Source: an optimization exercise on an open RTL-to-GDS flow (aim: small area). Production flows keep margins and buffers that such runs may drop.
At most, simulation tests tie the RTL to the original design; equivalence was not proved.
Power and IR drop assume default switching activity.

// mq
module mq
     (  
	   MQ_out,
	   word_last_flag,
	   stop,
	   data_valid_pass_reg,
	   flush_over,
	   word_last_valid,
	   bit_enough_to_bpc,
	   one_codeblock_over,
	   PCXD,
	   flush,
	   clk,
	   rst,
	   rst_syn,
	   start_aga,
	   song_require,
	   block_all_bp_over);
For scale: ~6900 cells after synthesis, ~850 flip-flops, ~53 I/O pins.
clock: 12.0 ns
lec_check: 0
abc_area: 1
cap_margin: 20
core_margin: 2
core_utilization: 45
cts_cluster_diameter: 80
cts_cluster_size: 18
place_density: 0.6
slew_margin: 20
run.sh (not shown) runs the stock make flow with config.mk's settings and CLKGATE_MAP_FILE= SYNTH_SCRIPT=/design/flow/synth_recipe.tcl, a recipe that flattens the netlist after the stock synthesis.
Edit:
--- a/flow/config.mk
+++ b/flow/config.mk
@@ -12,2 +12,2 @@
-export CTS_CLUSTER_DIAMETER = 80
-export CTS_CLUSTER_SIZE = 18
+export CTS_CLUSTER_DIAMETER = 100
+export CTS_CLUSTER_SIZE = 25
Result: The changed run went through all stages and came out clean. Die area is unchanged. Synthesized area stays the same. Register-to-register slack got worse by 0.06 ns. Design area decreases slightly. Combinational power stays flat. Via count stays flat. Sequential power is about the same.
No run of this note included a check of the RTL's function; only the layout flow was run.

---

## run 1
mq, a different RTL version from the one above (not shown whole).
For scale: roughly 6500 cells after synthesis, roughly 850 flip-flops, about 53 I/O pins.
clock: 12.0 ns
lec_check: 0
abc_area: 1
cap_margin: 20
core_margin: 2
core_utilization: 60
cts_cluster_diameter: 100
cts_cluster_size: 28
place_density: 0.72
slew_margin: 20
Modified inputs, run 2 compared to run 1
Settings: CTS_CLUSTER_DIAMETER: 100 -> 120; PLACE_DENSITY: 0.72 -> 0.6; CORE_UTILIZATION: 60 -> 45; CTS_CLUSTER_SIZE: 28 -> 30.
Notes after the runs:
- CTS H-tree depth: run 2 vs run 1 identical
- Compared with run 1, run 2 shows a total routing usage reported by global routing that is 7.4 points lower.
- Of the two values seen for highest metal layer with signal wires, met4 was produced by run 1 and met5 by run 2.
- Summary of the comparison: global-route met3 utilization is lower in run 2, relative to run 1.
- The non-clock inverter total of the final layout on run 2 is in line with that on run 1.
- Looking at run 1 and run 2, the logic gate share of total power is a wash.
- Max share of total power in the clock network across run 1 and run 2: run 2
diff inputs: run 2 => run 3
Settings: CTS_CLUSTER_DIAMETER: 120 -> 100; CORE_UTILIZATION: 45 -> 70; CTS_CLUSTER_SIZE: 30 -> 25; PLACE_DENSITY: 0.6 -> 0.8.
[summary]
Looking at global-route usage, run 3 sits 14 points above run 2. Run 3 ended up with met4 as its top metal layer carrying routed signals; run 2 ended up with met5. Run 3 ended with less area of the die than run 2. On final area, run 3 does better than run 2. Run 3 vs. run 2: final cell count lost 448; row count lost about 20%. Of the two values seen for worst-path cell with the longest stage delay, sky130_fd_sc_hd__clkdlybuf4s50_1 was produced by run 3 and sky130_fd_sc_hd__o21ai_4 by run 2. Per the final summary, run 3 finished and its layout is clean on timing, DRC and antenna. Final core utilization in run 3 is 26 points higher than in run 2. In run 3 relative to run 2, fmax had gone down by a few percent. Relative to run 2, sequential cell area share increased by 0.40 points in run 3.

---

Another version of the RTL of mq (not shown whole).
For scale: roughly 7700 cells after synthesis, about 53 I/O pins, roughly 51000 sq um of cells after synthesis.
Settings: LEC_CHECK=0, ABC_AREA=1, CAP_MARGIN=20, CORE_MARGIN=2, CORE_UTILIZATION=45, PLACE_DENSITY=0.6, SLEW_MARGIN=20; clock period 12.0 ns.
Rerun with:
--- a/flow/config.mk
+++ b/flow/config.mk
@@ -10,4 +10,5 @@
 export CORE_MARGIN = 2
 export CORE_UTILIZATION = 45
+export CTS_BUF_LIST = sky130_fd_sc_hd__clkbuf_4
 export PLACE_DENSITY = 0.6
 export SLEW_MARGIN = 20
Outcome:
- The changed run finished with timing, DRC and antenna clean
- routed wire length grows by 0.56%
- cell count grows by 2.5%
- area after synthesis does not change
- worst setup slack gets worse by 0.47 ns
- power shrinks by 7.6%
- global-route usage grows by 0.29 points
- count of clock-buffer cells in the layout grows by 205

---

RTL: one of the versions met above, not the one the previous note started from.
Size: roughly 850 flip-flops, ~0.045 sq mm of cells after synthesis.
Design mq, start of the top module:
module mq
     (  
	   MQ_out,
	   word_last_flag,
	   stop,
	   data_valid_pass_reg,
	   flush_over,
	   word_last_valid,
	   bit_enough_to_bpc,
	   one_codeblock_over,
	   PCXD,
	   flush,
	   clk,
	   rst,
	   rst_syn,
	   start_aga,
	   song_require,
	   block_all_bp_over);
output [15:0]MQ_out;  
output word_last_flag;
output stop;
output[1:0] data_valid_pass_reg;
output flush_over;
output[1:0]word_last_valid;
output bit_enough_to_bpc;
output one_codeblock_over;
input[7:0] PCXD;
input flush;           	
input clk,rst;
input rst_syn;
input start_aga;
input [13:0]song_require;
input block_all_bp_over;
reg flush_reg;
always @(posedge clk)
 if(!rst)
   flush_reg<=1'b0;
 else if(rst_syn)
	flush_reg<=1'b0;
 else if(start_aga) 
   flush_reg<=1'b0;
 else
   flush_reg<=flush;
reg[7:0] PCXD_reg;
always @(posedge clk)
 if(!rst)
	PCXD_reg<=8'b0;
  else if(rst_syn)
	PCXD_reg<=8'b0;
 else if(start_aga) begin
   PCXD_reg<=8'b0;
 end
 else
   PCXD_reg<=PCXD;
wire shift_judge_stop_end;
wire D=PCXD_reg[0];
wire[4:0]CX=PCXD_reg[5:1];
wire[1:0]pass=PCXD_reg[7:6];   
wire start_MQ=(pass==2'b00)? shift_judge_stop_end:1;
reg[4:0] cx_delay_for_stop;
reg[1:0] count_stop;
always @(posedge clk) begin
  if(!rst) begin
    cx_delay_for_stop <=5'b0;
  end
  else if(rst_syn)begin
	cx_delay_for_stop <=5'b0;
  end
  else if(start_aga) begin
    cx_delay_for_stop <=5'b0;
  end
  else if( flush_over==1'b1) begin
    cx_delay_for_stop <=5'b0;
  end
  else if(count_stop==1'b1) begin
    cx_delay_for_stop <= CX;
  end
end
parameter ind_cx0=6,
          ind_cx1=8,
		  ind_cx2_17=0,
		  ind_cx18=92;
reg[1:0] fsm_for_out_vlid_n;
reg[1:0] fsm_for_out_vlid;
parameter idle_out=2'b00,
  ...
export LEC_CHECK = 0
export ABC_AREA = 1
export CAP_MARGIN = 20
export CORE_MARGIN = 2
export CORE_UTILIZATION = 70
export CTS_BUF_LIST = sky130_fd_sc_hd__clkbuf_8 sky130_fd_sc_hd__clkbuf_16
export CTS_CLUSTER_DIAMETER = 100
export CTS_CLUSTER_SIZE = 25
export PLACE_DENSITY = 0.8
export SLEW_MARGIN = 20
create_clock -name core_clock -period 12.0 [get_ports {clk}]
The starting point went through all stages and came out clean.
Then changed:
CORE_UTILIZATION = 45   (was 70)
CTS_BUF_LIST = not set   (was sky130_fd_sc_hd__clkbuf_8 sky130_fd_sc_hd__clkbuf_16)
PLACE_DENSITY = 0.6   (was 0.8)
Effect:
- combinational power rises by about 3%
- global-route usage falls by 14 points
- fmax rises by 3.0%
- setup slack gains 270 ps
- clock skew falls by 20 ps
- power rises by 3.0%
- final area rises by about 1.6%
- via count falls by 6.4%
Then changed:
CORE_UTILIZATION = 60   (was 45)
PLACE_DENSITY = 0.72   (was 0.6)
Effect: Utilization increases by 16 points. Routed wire length decreases by 6.9%. Via count came out higher by 1.9%. Non-clock buffer count fell by 2.

port drivers added, routing unchanged:
The results above use ideal ports. As a check the final layouts listed here were re-extracted and re-timed, cells and wires unchanged. Step 1, drivers: a clkbuf_16 drives clk and a buf_2 each remaining input, both assumed. Step 2, shift: input delay + t, output delay - t, t = (earliest + latest rising clock arrival at the registers) / 2. This alone moves slack from input paths to output paths. Slacks: ideal ports / drivers / drivers and shift; pairs: ideal ports / drivers.
run	t, ns	setup slack, ns	clock arrival spread, ns	worst register clock-pin slew, ns	pins driven straight from the clock port
the first run of note 1	0.770	2.810 / 2.740 / 3.510	0.067 / 0.067	0.09 / 0.09	1
the second run of note 1	0.748	2.788 / 2.717 / 3.465	0.061 / 0.061	0.11 / 0.11	1
run 1	0.681	2.588 / 2.520 / 3.201	0.050 / 0.050	0.12 / 0.12	1
run 2	0.713	2.868 / 2.799 / 3.512	0.056 / 0.056	0.13 / 0.13	1
run 3	0.698	2.622 / 2.559 / 3.256	0.055 / 0.055	0.11 / 0.11	1
the first run of note 3	0.758	1.950 / 1.872 / 2.630	0.078 / 0.077	0.08 / 0.08	1
the second run of note 3	1.213	1.482 / 1.414 / 2.627	0.117 / 0.118	0.08 / 0.08	1
the first run of note 4	0.698	2.622 / 2.559 / 3.256	0.055 / 0.055	0.11 / 0.11	1
the second run of note 4	0.701	2.896 / 2.832 / 3.533	0.035 / 0.036	0.11 / 0.11	1
the third run of note 4	0.699	2.639 / 2.572 / 3.270	0.046 / 0.045	0.11 / 0.11	1
After both steps every run listed still meets setup and hold.
